From an optimization exercise on the open Yosys and OpenROAD flow, aimed at small area; shortcuts taken in it are not production practice. The RTL was checked by simulation tests, not by an equivalence proof against the original design. The flow treats the clock pin as an ideal source. Dropping or thinning the clock tree relies on that and would not hold on a real chip. Power and IR drop assume default switching activity.

Design hitchhike_tx, start of the top module:
module hitchhike_tx(
    clock,
    input_data,
    reset,
    trigger_signal,
    RSS_EN,
    clock_out,
    output_data_rate,
    output_signal,
    ref_signal,
    signal_into_switch
);
input        clock;
input  [9:0] input_data;
input        reset;
input        trigger_signal;
output       RSS_EN;
output       clock_out;
output       output_data_rate;
output       output_signal;
output       ref_signal;
output       signal_into_switch;
reg        ref_r;
reg  [4:0] c25;
reg        clko;
wire       c49    = ref_r & c25[4] & c25[3];           
wire [4:0] c25_t  = {c25_t[3:0] & c25[3:0], ref_r};    
wire [4:0] c25_n  = c49 ? 5'd0 : c25 ^ c25_t;
always @(posedge clock or negedge reset) begin
    if (!reset) begin
        ref_r <= 1'b0;
        c25   <= 5'd0;
        clko  <= 1'b0;
    end else begin
        ref_r <= ~ref_r;
        c25   <= c25_n;
        clko  <= clko ^ c49;
    end
end
reg  [5:0] phase;
reg  [8:0] hi;
reg  [2:0] t;
reg  [1:0] r;
reg  [2:0] bi;
reg        os;
wire rise  = ~ref_r;
wire en    = rise & trigger_signal;
wire clr   = rise & ~trigger_signal;
wire ph_z  = ~|phase[5:1];
wire ph0   = ph_z & ~phase[0];
wire ph1   = ph_z &  phase[0];
wire ph49  = phase[5] & phase[4] & phase[0];           
wire [5:0] ph_t = {ph_t[4:0] & phase[4:0], en};
wire [5:0] phase_n = (clr | (en & ph49)) ? 6'd0 : phase ^ ph_t;
wire s_449  = (hi == 9'd3) & ~t[2] & ~t[0] & r[1] & (&bi);
wire s_6001 = hi[5] & hi[3] & hi[0] & t[1] & ~t[0] & (&bi);
wire s_last = (&hi[8:6]) & (&hi[2:0]) & r[1] & bi[2] & bi[0];
wire se    = en & ph0;                                 
wire sclr  = clr | (se & s_last);
wire [2:0] bi_t = {bi_t[1:0] & bi[1:0], se};
wire bi_c  = bi_t[2] & bi[2];                          
wire r_c   = bi_c & r[1];                              
wire t_c   = r_c & t[2] & ~t[1];                       
  ...
==> flow/config.mk <==
export PLATFORM = sky130hd
export DESIGN_NAME = hitchhike_tx
export DESIGN_NICKNAME = hitchhike_tx
export VERILOG_FILES = /design/flow/design.v
export SDC_FILE = /design/flow/constraint.sdc
export NUM_CORES = 4
export LEC_CHECK = 0
export CAP_MARGIN = 20
export CORE_MARGIN = 2
export CORE_UTILIZATION = 40
export SLEW_MARGIN = 20
==> flow/constraint.sdc <==
create_clock -name core_clock -period 5.0 [get_ports {clock}]
set_input_delay 1.0000 -clock core_clock [delete_from_list [all_inputs] [get_ports {clock}]]
set_output_delay 1.0000 -clock core_clock [all_outputs]
set_load 0.01 [all_outputs]
standard.sh (not shown) runs the stock make flow with config.mk's settings and CLKGATE_MAP_FILE= SYNTH_SCRIPT=/design/flow/synth_recipe.tcl, a recipe that flattens the netlist after the stock synthesis.
==> flow/flow/run.sh <==
#!/bin/bash
# Layout flow: the standard flow (standard.sh) with these changes:
# - after the standard synthesis, Yosys/ABC re-map the combinational logic
#   for area (flip-flops and their names are kept; the result is checked
#   for equivalence with the standard netlist, and dropped if that fails);
# - ports are buffered with buf_1 instead of the resizer's default choice;
# - clock tree synthesis inserts no dummy loads, and after it the clock tree
#   is replaced by 2 to 4 leaf buffers fed from the clock port, the smallest
#   set that keeps the flip-flops' clock-pin slew low (flow/post_cts.tcl).
set -euo pipefail
W=$PWD
F=$W/flow
RES=$W/orfs/results/${FLOW_PLATFORM}/hitchhike_tx/base
LIB=$FLOW_HOME/platforms/${FLOW_PLATFORM}/lib/sky130_fd_sc_hd__tt_025C_1v80.lib
Y=$(command -v yosys || echo "$FLOW_HOME/../tools/install/yosys/bin/yosys")

export BUFFER_PORTS_ARGS="-buffer_cell sky130_fd_sc_hd__buf_1"
export POST_CTS_TCL="$F/post_cts.tcl"
export CLOCK_SLEW_TARGET_PS=110
export CTS_ARGS="-sink_clustering_enable -repair_clock_nets -dont_use_dummy_load -buf_list sky130_fd_sc_hd__clkbuf_8"

bash standard.sh synth > log_synth.txt 2>&1

cp "$RES/1_2_yosys.v" "$W/netlist_standard.v"
DONTUSE=$(grep -o 'cell *( *"\?sky130_fd_sc_hd__\(lpflow_[a-z0-9_]*\|probe[a-z0-9_]*\)' "$LIB" | sed 's/.*(\s*"\?//; s/^/-dont_use /' | sort -u | tr '\n' ' ')
# Several ABC scripts; keep the smallest result that is equivalent.
SCRIPTS=(
  "+strash;dch,-f;amap;strash;dc2;dch,-f;amap;strash;dch,-f;amap;topo"
  "+strash;dch,-f;amap;topo"
  "+strash;dc2;dch,-f;amap;topo"
  "+strash;dch,-f;map,-a;amap;topo"
  "+strash;dch,-f;amap;strash;dch,-f;amap;topo"
)
best=""
best_area=""
for i in "${!SCRIPTS[@]}"; do
  sed -e "s#{LIB}#$LIB#g" -e "s#{IN}#$W/netlist_standard.v#" -e "s#{OUT}#$W/netlist_remap_$i.v#" \
      -e "s#{TOP}#$FLOW_TOP#" -e "s#{DONTUSE}#$DONTUSE#" -e "s#{SCRIPT}#${SCRIPTS[$i]}#" "$F/remap.ys" > "$W/remap_run_$i.ys"
  sed -e "s#{LIB}#$LIB#g" -e "s#{GOLD}#$W/netlist_standard.v#" -e "s#{GATE}#$W/netlist_remap_$i.v#" \
      -e "s#{TOP}#$FLOW_TOP#g" "$F/equiv.ys" > "$W/equiv_run_$i.ys"
  if "$Y" -l "$W/log_remap_$i.txt" -q "$W/remap_run_$i.ys" > /dev/null 2>&1 \
     && "$Y" -l "$W/log_equiv_$i.txt" -q "$W/equiv_run_$i.ys" > /dev/null 2>&1; then
    area=$(grep 'Chip area' "$W/log_remap_$i.txt" | awk '{print $NF}')
    echo "script $i: area $area"
    if [[ -z "$best" ]] || awk "BEGIN{exit !($area < $best_area)}"; then
      best=$i; best_area=$area
    fi
  else
    echo "script $i: failed or not equivalent"
  fi
done
if [[ -n "$best" ]]; then
  cp "$W/netlist_remap_$best.v" "$RES/1_2_yosys.v"
  rm -f "$RES/1_synth.odb" "$RES/1_synth.sdc"
  echo "using re-mapped netlist $best ($best_area um2)"
else
  echo "no re-mapped netlist: using the standard netlist"
fi

bash standard.sh > log_layout.txt 2>&1
Other scripts of this flow, unchanged in this note and not shown: flow/flow/equiv.ys, flow/flow/post_cts.tcl, flow/flow/rebuild_clock.tcl, flow/flow/remap.ys
The starting point passed the timing, DRC and antenna checks.
Change:
--- a/flow/flow/run.sh
+++ b/flow/flow/run.sh
@@ -32,0 +33,2 @@
+  "+strash;dch,-f;amap;strash;dch,-f;amap;strash;dch,-f;amap;strash;dch,-f;amap;strash;dch,-f;amap;topo"
+  "+strash;dch,-f;amap;strash;dc2;dch,-f;amap;strash;dch,-f;amap;strash;dch,-f;map,-a;strash;dch,-f;amap;topo"
Effect:
- The changed run produced a clean layout
- setup slack improved by 0.23 ns
- sequential share of layout area is higher by 0.30 points
- routed wire length is lower slightly
- synthesized area is lower slightly
- clock skew is about the same
- sequential power hardly moves
- final area is lower slightly
- power is higher slightly
- die area is lower slightly
No run of this note takes its clock network from TritonCTS; it comes from the design's own scripts or RTL.

---

hitchhike_tx, a different RTL version from the one above (not shown whole).
Size in the first run: ~230 cells after synthesis, about 19 I/O pins, ~0.0020 mm2 of cells after synthesis.
## hitchhike_tx
module hitchhike_tx(
    clock,
    input_data,
    reset,
    trigger_signal,
    RSS_EN,
    clock_out,
    output_data_rate,
    output_signal,
    ref_signal,
    signal_into_switch
);
export LEC_CHECK = 0
export CAP_MARGIN = 20
export CORE_MARGIN = 2
export CORE_UTILIZATION = 40
export SLEW_MARGIN = 20
create_clock -name core_clock -period 5.0 [get_ports {clock}]
==> flow/flow/run.sh <==
#!/bin/bash
# Layout flow: the standard flow (standard.sh) with these changes:
# - after the standard synthesis, Yosys/ABC re-map the combinational logic
#   for area (flip-flops and their names are kept; the result is checked
#   for equivalence with the standard netlist, and dropped if that fails);
# - ports are buffered with buf_1 instead of the resizer's default choice;
# - clock tree synthesis inserts no dummy loads, and after it the clock tree
#   is replaced by 2 to 4 leaf buffers fed from the clock port, the smallest
#   set that keeps the flip-flops' clock-pin slew low (flow/post_cts.tcl).
set -euo pipefail
W=$PWD
F=$W/flow
RES=$W/orfs/results/${FLOW_PLATFORM}/hitchhike_tx/base
LIB=$FLOW_HOME/platforms/${FLOW_PLATFORM}/lib/sky130_fd_sc_hd__tt_025C_1v80.lib
Y=$(command -v yosys || echo "$FLOW_HOME/../tools/install/yosys/bin/yosys")

export BUFFER_PORTS_ARGS="-buffer_cell sky130_fd_sc_hd__buf_1"
export POST_CTS_TCL="$F/post_cts.tcl"
export CLOCK_SLEW_TARGET_PS=110
export CTS_ARGS="-sink_clustering_enable -repair_clock_nets -dont_use_dummy_load -buf_list sky130_fd_sc_hd__clkbuf_8"

bash standard.sh synth > log_synth.txt 2>&1

cp "$RES/1_2_yosys.v" "$W/netlist_standard.v"
DONTUSE=$(grep -o 'cell *( *"\?sky130_fd_sc_hd__\(lpflow_[a-z0-9_]*\|probe[a-z0-9_]*\)' "$LIB" | sed 's/.*(\s*"\?//; s/^/-dont_use /' | sort -u | tr '\n' ' ')
# Several ABC scripts; keep the smallest result that is equivalent.
SCRIPTS=(
  "+strash;dch,-f;amap;strash;dc2;dch,-f;amap;strash;dch,-f;amap;topo"
  "+strash;dch,-f;amap;topo"
  "+strash;dc2;dch,-f;amap;topo"
  "+strash;dch,-f;map,-a;amap;topo"
  "+strash;dch,-f;amap;strash;dch,-f;amap;topo"
  "+strash;dch,-f;amap;strash;dch,-f;amap;strash;dch,-f;amap;strash;dch,-f;amap;strash;dch,-f;amap;topo"
  "+strash;dch,-f;amap;strash;dc2;dch,-f;amap;strash;dch,-f;amap;strash;dch,-f;map,-a;strash;dch,-f;amap;topo"
)
best=""
best_area=""
for i in "${!SCRIPTS[@]}"; do
  sed -e "s#{LIB}#$LIB#g" -e "s#{IN}#$W/netlist_standard.v#" -e "s#{OUT}#$W/netlist_remap_$i.v#" \
      -e "s#{TOP}#$FLOW_TOP#" -e "s#{DONTUSE}#$DONTUSE#" -e "s#{SCRIPT}#${SCRIPTS[$i]}#" "$F/remap.ys" > "$W/remap_run_$i.ys"
  sed -e "s#{LIB}#$LIB#g" -e "s#{GOLD}#$W/netlist_standard.v#" -e "s#{GATE}#$W/netlist_remap_$i.v#" \
      -e "s#{TOP}#$FLOW_TOP#g" "$F/equiv.ys" > "$W/equiv_run_$i.ys"
  if "$Y" -l "$W/log_remap_$i.txt" -q "$W/remap_run_$i.ys" > /dev/null 2>&1 \
     && "$Y" -l "$W/log_equiv_$i.txt" -q "$W/equiv_run_$i.ys" > /dev/null 2>&1; then
    area=$(grep 'Chip area' "$W/log_remap_$i.txt" | awk '{print $NF}')
    echo "script $i: area $area"
    if [[ -z "$best" ]] || awk "BEGIN{exit !($area < $best_area)}"; then
      best=$i; best_area=$area
    fi
  else
    echo "script $i: failed or not equivalent"
  fi
done
if [[ -n "$best" ]]; then
  cp "$W/netlist_remap_$best.v" "$RES/1_2_yosys.v"
  rm -f "$RES/1_synth.odb" "$RES/1_synth.sdc"
  echo "using re-mapped netlist $best ($best_area um2)"
else
  echo "no re-mapped netlist: using the standard netlist"
fi

bash standard.sh > log_layout.txt 2>&1
Other scripts of this flow, unchanged in this note and not shown: flow/flow/equiv.ys, flow/flow/post_cts.tcl, flow/flow/rebuild_clock.tcl, flow/flow/remap.ys
Rerun with:
==> flow/flow/run.sh (replaced) <==
#!/bin/bash
# Layout flow: the standard flow (standard.sh) with these changes:
# - after the standard synthesis, Yosys/ABC re-map the combinational logic
#   for area with several ABC scripts (flip-flops and their names are kept);
#   each result is checked for equivalence with the standard netlist, and
#   the smallest equivalent one is used (the standard netlist if none is);
# - ports are buffered with buf_1 instead of the resizer's default choice;
# - clock tree synthesis inserts no dummy loads, and after it the clock tree
#   is replaced by 2 to 4 leaf buffers fed from the clock port, the smallest
#   set that keeps the flip-flops' clock-pin slew low (flow/post_cts.tcl).
# Each tool's output goes to a log_*.txt file in the work folder.
set -euo pipefail
W=$PWD
F=$W/flow
RES=$W/orfs/results/${FLOW_PLATFORM}/hitchhike_tx/base
LIB=$FLOW_HOME/platforms/${FLOW_PLATFORM}/lib/sky130_fd_sc_hd__tt_025C_1v80.lib
Y=$(command -v yosys || echo "$FLOW_HOME/../tools/install/yosys/bin/yosys")

export BUFFER_PORTS_ARGS="-buffer_cell sky130_fd_sc_hd__buf_1"
export POST_CTS_TCL="$F/post_cts.tcl"
export CLOCK_SLEW_TARGET_PS=110
export CTS_ARGS="-sink_clustering_enable -repair_clock_nets -dont_use_dummy_load -buf_list sky130_fd_sc_hd__clkbuf_8"

bash standard.sh synth > log_synth.txt 2>&1

cp "$RES/1_2_yosys.v" "$W/netlist_standard.v"
DONTUSE=$(grep -o 'cell *( *"\?sky130_fd_sc_hd__\(lpflow_[a-z0-9_]*\|probe[a-z0-9_]*\)' "$LIB" | sed 's/.*(\s*"\?//; s/^/-dont_use /' | sort -u | tr '\n' ' ')

# ABC scripts, one per line; each is tried and the smallest equivalent
# result is kept.
A="strash; dch -f; amap"
B="strash; dc2; dch -f; amap"
cat > "$W/abc_scripts.txt" <<EOS
$A; $B; $A; topo
$A; topo
$B; topo
strash; dch -f; map -a; amap; topo
$A; $A; topo
$A; $A; $A; $A; $A; topo
$A; $B; $A; strash; dch -f; map -a; $A; topo
strash; &get -n; &deepsyn -T 30; &put; $A; $A; $A; topo
strash; &get -n; &deepsyn -T 30 -S 3; &put; $A; $A; $A; topo
strash; &get -n; &deepsyn -T 30 -S 7; &put; $A; $B; $A; topo
strash; &get -n; &deepsyn -T 30; &dch -f; &nf -R 1000; &put; topo
EOS

best=""
best_area=""
i=0
while IFS= read -r script; do
  echo "$script" | tr ';' '\n' > "$W/abc_$i.script"
  sed -e "s#{LIB}#$LIB#g" -e "s#{IN}#$W/netlist_standard.v#" -e "s#{OUT}#$W/netlist_remap_$i.v#" \
      -e "s#{TOP}#$FLOW_TOP#" -e "s#{DONTUSE}#$DONTUSE#" -e "s#{SCRIPT}#$W/abc_$i.script#" "$F/remap.ys" > "$W/remap_run_$i.ys"
  sed -e "s#{LIB}#$LIB#g" -e "s#{GOLD}#$W/netlist_standard.v#" -e "s#{GATE}#$W/netlist_remap_$i.v#" \
      -e "s#{TOP}#$FLOW_TOP#g" "$F/equiv.ys" > "$W/equiv_run_$i.ys"
  if "$Y" -l "$W/log_remap_$i.txt" -q "$W/remap_run_$i.ys" > /dev/null 2>&1 \
     && ! grep -q 'is unknown' "$W/log_remap_$i.txt" \
     && ! grep -q '^ *assign .*[&|^~]' "$W/netlist_remap_$i.v" \
     && "$Y" -l "$W/log_equiv_$i.txt" -q "$W/equiv_run_$i.ys" > /dev/null 2>&1; then
    area=$(grep 'Chip area' "$W/log_remap_$i.txt" | awk '{print $NF}')
    echo "script $i: area $area"
    if [[ -z "$best" ]] || awk "BEGIN{exit !($area < $best_area)}"; then
      best=$i; best_area=$area
    fi
  else
    echo "script $i: failed, left gates unmapped, or not equivalent"
  fi
  i=$((i + 1))
done < "$W/abc_scripts.txt"

if [[ -n "$best" ]]; then
  cp "$W/netlist_remap_$best.v" "$RES/1_2_yosys.v"
  rm -f "$RES/1_synth.odb" "$RES/1_synth.sdc"
  echo "using re-mapped netlist $best ($best_area um2)"
else
  echo "no re-mapped netlist: using the standard netlist"
fi

bash standard.sh > log_layout.txt 2>&1
Outcome: Global-route usage is lower by 1.0 points. Wire length is lower by 6.0%. Power is higher by 9.5%. Final cell count is lower by 3.2%. Worst setup slack improves by 0.50 ns. Sequential share of layout area is higher by 0.88 points. Combinational power is higher by 55%.
No run of this note takes its clock network from TritonCTS; it comes from the design's own scripts or RTL.

---

The RTL this note starts from:
==> flow/design.v <==
module hitchhike_tx(
    clock,
    input_data,
    reset,
    trigger_signal,
    RSS_EN,
    clock_out,
    output_data_rate,
    output_signal,
    ref_signal,
    signal_into_switch
);
input        clock;
input  [9:0] input_data;
input        reset;
input        trigger_signal;
output       RSS_EN;
output       clock_out;
output       output_data_rate;
output       output_signal;
output       ref_signal;
output       signal_into_switch;
reg        ref_r;
reg  [4:0] c25;
reg        clko;
wire       c49    = ref_r & c25[4] & c25[3];           
wire [4:0] c25_t  = {c25_t[3:0] & c25[3:0], ref_r};    
wire [4:0] c25_n  = c49 ? 5'd0 : c25 ^ c25_t;
always @(posedge clock or negedge reset) begin
    if (!reset) begin
        ref_r <= 1'b0;
        c25   <= 5'd0;
        clko  <= 1'b0;
    end else begin
        ref_r <= ~ref_r;
        c25   <= c25_n;
        clko  <= clko ^ c49;
    end
end
reg  [5:0] phase;
reg  [8:0] hi;
reg  [2:0] t;
reg  [1:0] r;
reg  [2:0] bi;
reg        os;
wire rise  = ~ref_r;
wire en    = rise & trigger_signal;
wire clr   = rise & ~trigger_signal;
wire ph_z  = ~|phase[5:1];
wire ph0   = ph_z & ~phase[0];
wire ph1   = ph_z &  phase[0];
wire ph49  = phase[5] & phase[4] & phase[0];           
wire [5:0] ph_t = {ph_t[4:0] & phase[4:0], en};
wire [5:0] phase_n = (clr | (en & ph49)) ? 6'd0 : phase ^ ph_t;
wire s_449  = hi[1] & hi[0] & ~|hi[8:5] & r[1] & (&bi);
wire s_6001 = hi[5] & hi[3] & hi[0] & t[1] & ~t[0] & (&bi);
wire s_last = (&hi[8:6]) & (&hi[2:0]) & r[1] & bi[2] & bi[0];
wire se    = en & ph0;                                 
wire sclr  = clr | (se & s_last);
wire [2:0] bi_t = {bi_t[1:0] & bi[1:0], se};
wire bi_c  = bi_t[2] & bi[2];                          
wire r_c   = bi_c & r[1];                              
wire t_c   = r_c & t[2] & ~t[1];                       
wire [8:0] hi_t = {hi_t[7:0] & hi[7:0], t_c};
wire [2:0] bi_n = sclr ? 3'd6 : bi ^ bi_t;
wire [1:0] r_n  = (sclr | r_c) ? 2'd0 : bi_c ? {r[0], ~r[0] & ~r[1]} : r;
wire [2:0] t_n  = sclr ? 3'd0 : r_c ? {t[1:0], ~t[2]} : t;
wire [8:0] hi_n = sclr ? 9'd0 : hi ^ hi_t;
wire os_set = s_449 | (os & ~s_6001);
wire os_n   = clr ? 1'b0 : (se ? os_set : os);
always @(posedge clock or negedge reset) begin
    if (!reset) begin
        phase <= 6'd0;
        hi    <= 9'd0;
        t     <= 3'd0;
        r     <= 2'd0;
        bi    <= 3'd6;
        os    <= 1'b0;
    end else begin
        phase <= phase_n;
        hi    <= hi_n;
        t     <= t_n;
        r     <= r_n;
        bi    <= bi_n;
        os    <= os_n;
    end
end
localparam [7:0] A = 8'b10010010;
reg  [7:0] p;                                          
reg  [1:0] q;                                          
wire t_0 = ~t[2] & ~t[0];
wire t_1 =  t[0] & ~t[1];
wire t_2 =  t[1] & ~t[2];
wire t_3 =  t[2] &  t[0];
wire t_4 =  t[1] & ~t[0];
wire t_5 =  t[2] & ~t[1];
wire r0  = ~r[1] & ~r[0];                              
wire [7:0] bd = 8'b1 << bi;                            
wire f0 = t_3 & ~r0 | t_4 & r0;
wire f3 = t_3 & ~r0 | t_3 & r0 & (bi > 3'd4) | t_4 & r0 & (bi < 3'd5);
wire f7 = t_3 & ~r0 | t_3 & r0 & (bi != 3'd0) | t_4 & r0 & bd[0];
wire qq = t_4 & ~r0 | t_5 & r0;
wire g0 = qq & (bd[0] | bd[4] | bd[7]);
wire g1 = qq & (bd[3] | bd[6]) | t_4 & bd[7];
wire a_row = t_1 | t_2 | t_5 & ~r0;                    
wire cst = a_row & (bd[1] | bd[4] | bd[5] | bd[7] | bd[6] & ~(t_1 & r0))
         | t_5 & r0 & (bd[1] | bd[4] | bd[5] | bd[7])
         | (t_0 | t_3) & r0 & bd[6];
wire wbit = (f0 & p[7]) ^ (f3 & p[4]) ^ (f7 & p[0]) ^ (g0 & q[0]) ^ (g1 & q[1]) ^ cst;
reg        dr;
always @(posedge clock) begin
    if (rise & ~os & ~(ph0 & s_449)) begin
        p <= input_data[7:0];
        q <= input_data[9:8];
    end else if (rise & os & ph1) begin
        p <= {p[6:0], p[7]};
    end
end
always @(posedge clock or negedge reset) begin
    if (!reset)
        dr <= 1'b0;
    else if (rise)
        dr <= os & (dr ^ (ph1 & wbit));
end
assign RSS_EN             = 1'b1;
assign ref_signal         = ref_r;
assign clock_out          = clko;
assign output_signal      = os;
assign output_data_rate   = dr;
assign signal_into_switch = os ? ~(ref_r ^ dr) : ref_r;
endmodule
export LEC_CHECK = 0
export CAP_MARGIN = 20
export CORE_MARGIN = 2
export CORE_UTILIZATION = 40
export SLEW_MARGIN = 20
create_clock -name core_clock -period 5.0 [get_ports {clock}]
==> flow/flow/run.sh <==
#!/bin/bash
# Layout flow: the standard flow (standard.sh) with these changes:
# - after the standard synthesis, Yosys/ABC re-map the combinational logic
#   for area with several ABC scripts (flip-flops and their names are kept);
#   each result is checked for equivalence with the standard netlist, and
#   the smallest equivalent one is used (the standard netlist if none is);
# - ports are buffered with buf_1 instead of the resizer's default choice;
# - clock tree synthesis inserts no dummy loads, and after it the clock tree
#   is replaced by 2 to 4 leaf buffers fed from the clock port, the smallest
#   set that keeps the flip-flops' clock-pin slew low (flow/post_cts.tcl).
# Each tool's output goes to a log_*.txt file in the work folder.
set -euo pipefail
W=$PWD
F=$W/flow
RES=$W/orfs/results/${FLOW_PLATFORM}/hitchhike_tx/base
LIB=$FLOW_HOME/platforms/${FLOW_PLATFORM}/lib/sky130_fd_sc_hd__tt_025C_1v80.lib
Y=$(command -v yosys || echo "$FLOW_HOME/../tools/install/yosys/bin/yosys")

export BUFFER_PORTS_ARGS="-buffer_cell sky130_fd_sc_hd__buf_1"
export POST_CTS_TCL="$F/post_cts.tcl"
export CLOCK_SLEW_TARGET_PS=110
export CTS_ARGS="-sink_clustering_enable -repair_clock_nets -dont_use_dummy_load -buf_list sky130_fd_sc_hd__clkbuf_8"

bash standard.sh synth > log_synth.txt 2>&1

cp "$RES/1_2_yosys.v" "$W/netlist_standard.v"
DONTUSE=$(grep -o 'cell *( *"\?sky130_fd_sc_hd__\(lpflow_[a-z0-9_]*\|probe[a-z0-9_]*\)' "$LIB" | sed 's/.*(\s*"\?//; s/^/-dont_use /' | sort -u | tr '\n' ' ')

# ABC scripts, one per line; each is tried and the smallest equivalent
# result is kept.
A="strash; dch -f; amap"
B="strash; dc2; dch -f; amap"
cat > "$W/abc_scripts.txt" <<EOS
$A; $B; $A; topo
$A; topo
$B; topo
strash; dch -f; map -a; amap; topo
$A; $A; topo
$A; $A; $A; $A; $A; topo
$A; $B; $A; strash; dch -f; map -a; $A; topo
strash; &get -n; &deepsyn -T 30; &put; $A; $A; $A; topo
strash; &get -n; &deepsyn -T 30 -S 3; &put; $A; $A; $A; topo
strash; &get -n; &deepsyn -T 30 -S 7; &put; $A; $B; $A; topo
strash; &get -n; &deepsyn -T 30; &dch -f; &nf -R 1000; &put; topo
EOS

best=""
best_area=""
i=0
while IFS= read -r script; do
  echo "$script" | tr ';' '\n' > "$W/abc_$i.script"
  sed -e "s#{LIB}#$LIB#g" -e "s#{IN}#$W/netlist_standard.v#" -e "s#{OUT}#$W/netlist_remap_$i.v#" \
      -e "s#{TOP}#$FLOW_TOP#" -e "s#{DONTUSE}#$DONTUSE#" -e "s#{SCRIPT}#$W/abc_$i.script#" "$F/remap.ys" > "$W/remap_run_$i.ys"
  sed -e "s#{LIB}#$LIB#g" -e "s#{GOLD}#$W/netlist_standard.v#" -e "s#{GATE}#$W/netlist_remap_$i.v#" \
      -e "s#{TOP}#$FLOW_TOP#g" "$F/equiv.ys" > "$W/equiv_run_$i.ys"
  if "$Y" -l "$W/log_remap_$i.txt" -q "$W/remap_run_$i.ys" > /dev/null 2>&1 \
     && ! grep -q 'is unknown' "$W/log_remap_$i.txt" \
     && ! grep -q '^ *assign .*[&|^~]' "$W/netlist_remap_$i.v" \
     && "$Y" -l "$W/log_equiv_$i.txt" -q "$W/equiv_run_$i.ys" > /dev/null 2>&1; then
    area=$(grep 'Chip area' "$W/log_remap_$i.txt" | awk '{print $NF}')
    echo "script $i: area $area"
    if [[ -z "$best" ]] || awk "BEGIN{exit !($area < $best_area)}"; then
      best=$i; best_area=$area
    fi
  else
    echo "script $i: failed, left gates unmapped, or not equivalent"
  fi
  i=$((i + 1))
done < "$W/abc_scripts.txt"

if [[ -n "$best" ]]; then
  cp "$W/netlist_remap_$best.v" "$RES/1_2_yosys.v"
  rm -f "$RES/1_synth.odb" "$RES/1_synth.sdc"
  echo "using re-mapped netlist $best ($best_area um2)"
else
  echo "no re-mapped netlist: using the standard netlist"
fi

bash standard.sh > log_layout.txt 2>&1
Other scripts of this flow, unchanged in this note and not shown: flow/flow/equiv.ys, flow/flow/post_cts.tcl, flow/flow/rebuild_clock.tcl, flow/flow/remap.ys
Rerun with:
--- a/flow/flow/run.sh
+++ b/flow/flow/run.sh
@@ -3,4 +2,0 @@
-# - after the standard synthesis, Yosys/ABC re-map the combinational logic
-#   for area with several ABC scripts (flip-flops and their names are kept);
-#   each result is checked for equivalence with the standard netlist, and
-#   the smallest equivalent one is used (the standard netlist if none is);
@@ -33,13 +29,8 @@
-cat > "$W/abc_scripts.txt" <<EOS
-$A; $B; $A; topo
-$A; topo
-$B; topo
-strash; dch -f; map -a; amap; topo
-$A; $A; topo
-$A; $A; $A; $A; $A; topo
-$A; $B; $A; strash; dch -f; map -a; $A; topo
-strash; &get -n; &deepsyn -T 30; &put; $A; $A; $A; topo
-strash; &get -n; &deepsyn -T 30 -S 3; &put; $A; $A; $A; topo
-strash; &get -n; &deepsyn -T 30 -S 7; &put; $A; $B; $A; topo
-strash; &get -n; &deepsyn -T 30; &dch -f; &nf -R 1000; &put; topo
-EOS
+{
+  echo "$A; $B; $A; topo"
+  echo "$A; $A; $A; $A; $A; topo"
+  echo "$A; $B; $A; strash; dch -f; map -a; $A; topo"
+  for s in $(seq 1 16); do
+    echo "strash; &get -n; &deepsyn -T 30 -S $s; &put; $A; $A; $A; topo"
+  done
+} > "$W/abc_scripts.txt"
@@ -47,4 +38,2 @@
-best=""
-best_area=""
-i=0
-while IFS= read -r script; do
+remap_one() {
+  local i=$1 script=$2 in=${3:-$W/netlist_standard.v}
@@ -52 +41 @@
-  sed -e "s#{LIB}#$LIB#g" -e "s#{IN}#$W/netlist_standard.v#" -e "s#{OUT}#$W/netlist_remap_$i.v#" \
+  sed -e "s#{LIB}#$LIB#g" -e "s#{IN}#$in#" -e "s#{OUT}#$W/netlist_remap_$i.v#" \
@@ -60 +49,19 @@
-    area=$(grep 'Chip area' "$W/log_remap_$i.txt" | awk '{print $NF}')
+    grep 'Chip area' "$W/log_remap_$i.txt" | awk '{print $NF}' > "$W/area_$i.txt"
+  fi
+}
+
+# run the scripts NUM_CORES at a time
+jobs_max=${NUM_CORES:-4}
+n=0
+while IFS= read -r script; do
+  remap_one "$n" "$script" &
+  n=$((n + 1))
+  if (( n % jobs_max == 0 )); then wait; fi
+done < "$W/abc_scripts.txt"
+wait
+
+best=""
+best_area=""
+for ((i = 0; i < n; i++)); do
+  if [[ -s "$W/area_$i.txt" ]]; then
+    area=$(cat "$W/area_$i.txt")
@@ -68,2 +75,22 @@
-  i=$((i + 1))
-done < "$W/abc_scripts.txt"
+done
+
+if [[ -n "$best" ]]; then
+  first=$n
+  for s in $(seq 1 8); do
+    remap_one "$n" "strash; &get -n; &deepsyn -T 30 -S $s; &put; $A; $A; $A; topo" "$W/netlist_remap_$best.v" &
+    n=$((n + 1))
+    if (( (n - first) % jobs_max == 0 )); then wait; fi
+  done
+  wait
+  for ((i = first; i < n; i++)); do
+    if [[ -s "$W/area_$i.txt" ]]; then
+      area=$(cat "$W/area_$i.txt")
+      echo "script $i (second round): area $area"
+      if awk "BEGIN{exit !($area < $best_area)}"; then
+        best=$i; best_area=$area
+      fi
+    else
+      echo "script $i (second round): failed, left gates unmapped, or not equivalent"
+    fi
+  done
+fi
What happened: The new run finished with timing, DRC and antenna clean; hold slack stays flat; routed wire length fell by a few percent; global-route usage decreases by 1.4 points; fmax fell by a few percent; clock power hardly moves; sequential power stays flat; design area went down slightly; worst setup slack got worse by 0.074 ns; synthesized cell count shrinks by a few percent.
In every run of this note, the design's own scripts or RTL, not TritonCTS, make the clock network.

==> port drivers added, routing unchanged <==
Ports are ideal in the flow. The routed layouts listed here were re-timed in OpenROAD. Step 1 sets driving cells, clkbuf_16 on the clock port and buf_2 on the other inputs (assumed; they add their load-dependent delay and slew). Step 2 also shifts input and output timing later by t, the mid clock arrival at the registers, as if the neighbouring blocks saw the same clock. a / b / c = no drivers / after step 1 / after step 2; a / b = the first two.
run | t (ns) | setup slack, ns | worst hold slack (ns) | worst setup path at the end | cell pins on the clock port's net
the first run of note 1 | 0.191 | 1.321 / 1.321 / 1.211 | 0.470 / 0.470 / 0.470 | input to register | 3
the second run of note 1 | 0.192 | 1.553 / 1.575 / 1.383 | 0.470 / 0.470 / 0.470 | input to register | 3
the first run of note 2 | 0.192 | 1.651 / 1.672 / 1.480 | 0.473 / 0.473 / 0.473 | input to register | 3
the second run of note 2 | 0.195 | 2.154 / 2.154 / 2.154 | 0.466 / 0.466 / 0.466 | register to register | 3
the first run of note 3 | 0.193 | 1.929 / 1.929 / 1.929 | 0.471 / 0.471 / 0.471 | register to register | 3
the second run of note 3 | 0.194 | 1.855 / 1.855 / 1.855 | 0.471 / 0.471 / 0.471 | register to register | 3
After both steps every run listed still meets setup and hold. For the first run of note 2, which loses most, drivers alone change the setup slack by +0.021 ns; drivers and shift together by -0.171 ns.
